Background: an optimization exercise with open tools, aiming at small area. Do not read the settings as production practice. Only simulation tests tie the RTL to the original design; equivalence was not proved. Power and IR drop assume default switching activity.

Setup of rev 12:
// top
module top (
    input clk,
    input rst,
    input up,
    input down,
    input raw_entry,
    input raw_exit,
    input [7:0] rate,
    output [6:0] seg_car,
    output [6:0] seg_cost1,
    output [6:0] seg_cost0,
    output full,
    output empty,
    output alarm
);
    reg [15:0] tm;
    reg [2:0] ph;
    always @(posedge clk or posedge rst) begin
        if (rst) begin
            ph <= 3'd4;
            tm <= 16'd0;
        end else begin
            ph <= ph + 3'd1;
            if (&ph) tm <= tm + 16'd1;
        end
    end
    reg e1, e2, ep, x1, x2, xp;
    always @(posedge clk or posedge rst) begin
        if (rst) begin
            e1 <= 1'b0; e2 <= 1'b0; ep <= 1'b0;
            x1 <= 1'b0; x2 <= 1'b0; xp <= 1'b0;
        end else begin
            e1 <= raw_entry; e2 <= e1; ep <= e1 & ~e2;
            x1 <= raw_exit;  x2 <= x1; xp <= x1 & ~x2;
        end
    end
    reg ae, ax, alarm_r;
    reg [1:0] cnt;
    wire is_full = &cnt;
    wire is_empty = ~|cnt;
    always @(posedge clk or posedge rst) begin
        if (rst) begin
            ae <= 1'b0; ax <= 1'b0; alarm_r <= 1'b0;
            cnt <= 2'd0;
        end else begin
            ae <= ep & ~is_full;
            ax <= xp & ~is_empty;
            alarm_r <= (ep & is_full) | (xp & is_empty);
            if (ae & ~ax & ~is_full) cnt <= cnt + 2'd1;
            else if (ax & ~ae & ~is_empty) cnt <= cnt - 2'd1;
        end
    end
    assign alarm = alarm_r;
    assign full = is_full;
    assign empty = is_empty;
    assign seg_car = (cnt == 2'd0) ? 7'b0000001 :
                     (cnt == 2'd1) ? 7'b1001111 :
                     (cnt == 2'd2) ? 7'b0010010 : 7'b0000110;
  ...
Size in the first run: ~670 cells after synthesis, about 100 flip-flops, about 38 I/O pins, ~7600 um2 of cells after synthesis.
Settings: LEC_CHECK=0, CAP_MARGIN=20, CORE_MARGIN=2, CORE_UTILIZATION=40, SLEW_MARGIN=20, SYNTH_HIERARCHICAL=1; clock period 50.0 ns.
standard.sh (not shown) runs the stock make flow with config.mk's settings and CLKGATE_MAP_FILE= SYNTH_SCRIPT=/design/flow/synth_recipe.tcl, a recipe that flattens the netlist after the stock synthesis.
==> flow/flow/run.sh <==
#!/bin/bash
# Own layout flow: the standard flow, with
#  - port buffers of the smallest buffer cell,
#  - a clock tree of mid-size clock buffers without dummy loads,
#  - every combinational cell swapped to its smallest drive strength after floorplan
#    (the flow's timing repair upsizes again wherever timing needs it).
# Each tool's output goes to a log file of its own in the work folder.
set -euo pipefail
R=orfs/results/${FLOW_PLATFORM:-sky130hd}/top/base
bash standard.sh synth > synth.log 2>&1
bash standard.sh floorplan > floorplan.log 2>&1
DS_ODB=$R/2_floorplan.odb openroad -no_init -exit flow/downsize.tcl > downsize.log 2>&1
bash standard.sh finish \
  'BUFFER_PORTS_ARGS=-buffer_cell sky130_fd_sc_hd__buf_1' \
  'CTS_ARGS=-buf_list sky130_fd_sc_hd__clkbuf_8 -sink_clustering_enable -sink_clustering_size 30 -sink_clustering_max_diameter 200 -dont_use_dummy_load -repair_clock_nets' \
  > finish.log 2>&1
==> flow/flow/downsize.tcl <==
# Swap every combinational cell for the smallest-area cell of the same family
# (same logic function, lower drive strength). Timing is repaired later by the flow.
read_db $::env(DS_ODB)
set db [ord::get_db]
set block [[$db getChip] getBlock]
set dont_use {}
proc area_of {m} { return [expr {[$m getWidth] * [$m getHeight]}] }
set fam [dict create]
foreach lib [$db getLibs] {
  foreach m [$lib getMasters] {
    set n [$m getName]
    if {[lsearch -exact $dont_use $n] >= 0} continue
    if {![regexp {^(sky130_fd_sc_hd__[a-z0-9]+)_([0-9]+)$} $n -> base drv]} continue
    dict lappend fam $base $m
  }
}
set swapped 0
set saved 0
foreach inst [$block getInsts] {
  set m [$inst getMaster]
  set n [$m getName]
  if {![regexp {^(sky130_fd_sc_hd__[a-z0-9]+)_([0-9]+)$} $n -> base drv]} continue
  if {[regexp {^sky130_fd_sc_hd__(df|edf|sdf|dl|clk|tap|fill|decap|conb|dlygate|dlymetal|lpflow|probe|diode)} $n]} continue
  if {![dict exists $fam $base]} continue
  set best $m
  foreach c [dict get $fam $base] {
    if {[area_of $c] < [area_of $best]} { set best $c }
  }
  if {$best ne $m} {
    set saved [expr {$saved + [area_of $m] - [area_of $best]}]
    $inst swapMaster $best
    incr swapped
  }
}
puts "downsize: swapped $swapped cells, saved [expr {$saved / 1e6}] um2"
write_db $::env(DS_ODB)
Per the final summary, rev 12 finished and its layout is clean on timing, DRC and antenna.
--- input diff rev 12..rev 13 ---
# rev 12
export LEC_CHECK = 0
export CAP_MARGIN = 20
export CORE_MARGIN = 2
export CORE_UTILIZATION = 40
export SLEW_MARGIN = 20
export SYNTH_HIERARCHICAL = 1
create_clock -name core_clock -period 50.0 [get_ports {clk}]
# rev 13
export LEC_CHECK = 0
export ABC_AREA = 1
export CAP_MARGIN = 20
export CORE_MARGIN = 2
export CORE_UTILIZATION = 40
export SLEW_MARGIN = 20
export SYNTH_HIERARCHICAL = 1
create_clock -name core_clock -period 50.0 [get_ports {clk}]
--- a/flow/flow/run.sh
+++ b/flow/flow/run.sh
@@ -5,3 +5,4 @@
 #  - every combinational cell swapped to its smallest drive strength after floorplan
-#    (the flow's timing repair upsizes again wherever timing needs it).
+#    (the flow's timing repair upsizes again wherever timing needs it),
+#  - power recovery (downsizing) after global routing.
 # Each tool's output goes to a log file of its own in the work folder.
@@ -15,2 +16,2 @@
   'CTS_ARGS=-buf_list sky130_fd_sc_hd__clkbuf_8 -sink_clustering_enable -sink_clustering_size 30 -sink_clustering_max_diameter 200 -dont_use_dummy_load -repair_clock_nets' \
-  > finish.log 2>&1
+  RECOVER_POWER=100 > finish.log 2>&1
In rev 13 the implementation ran to completion but is not tape-out ready, as the final checks report max-capacitance violations, max-slew violations.
STATUS total power draw: rev 13 wins against rev 12
In the flow results for rev 13 and rev 12, the number of tap cells inserted is larger on rev 12.
Compare rev 13 and rev 12 | number of global-route vias before repair lower: rev 13
[rev 13] worst setup slack after placement rose 1050 ps relative to rev 12
Summary — met1 track demand over resource in global routing, rev 13 relative to rev 12: higher, by 2.0 points.
In rev 13, the sequential share of power came out 17 points above the value in rev 12.

[static timing again, ports no longer ideal]
In the flow no input, the clock included, has a driving cell. The finished layouts below were timed again as built, in two steps.
Step 1, drivers: a clkbuf_16 drives clk and a buf_2 each remaining input, both assumed.
Step 2 times the ports against the registers' clock, not the clock port: input delays grow and output delays shrink by t, the midpoint of the rising clock arrivals with the driver on.
Three values: ideal ports, drivers, drivers and shift; two values: the first two.
run | t (ns) | setup WS [ns] | worst hold slack (ns) | worst setup path after step 2 | worst slew at a driven data input, ns
rev 12 | 0.383 | 17.179 / 17.149 / 17.149 | 0.373 / 0.373 / 0.373 | input to output | 0.04
rev 13 | 0.386 | 18.294 / 18.263 / 18.263 | 0.382 / 0.382 / 0.382 | input to output | 0.03
The setup slack of rev 13, which loses most, moves by -0.031 ns with the drivers and by -0.031 ns with both steps.
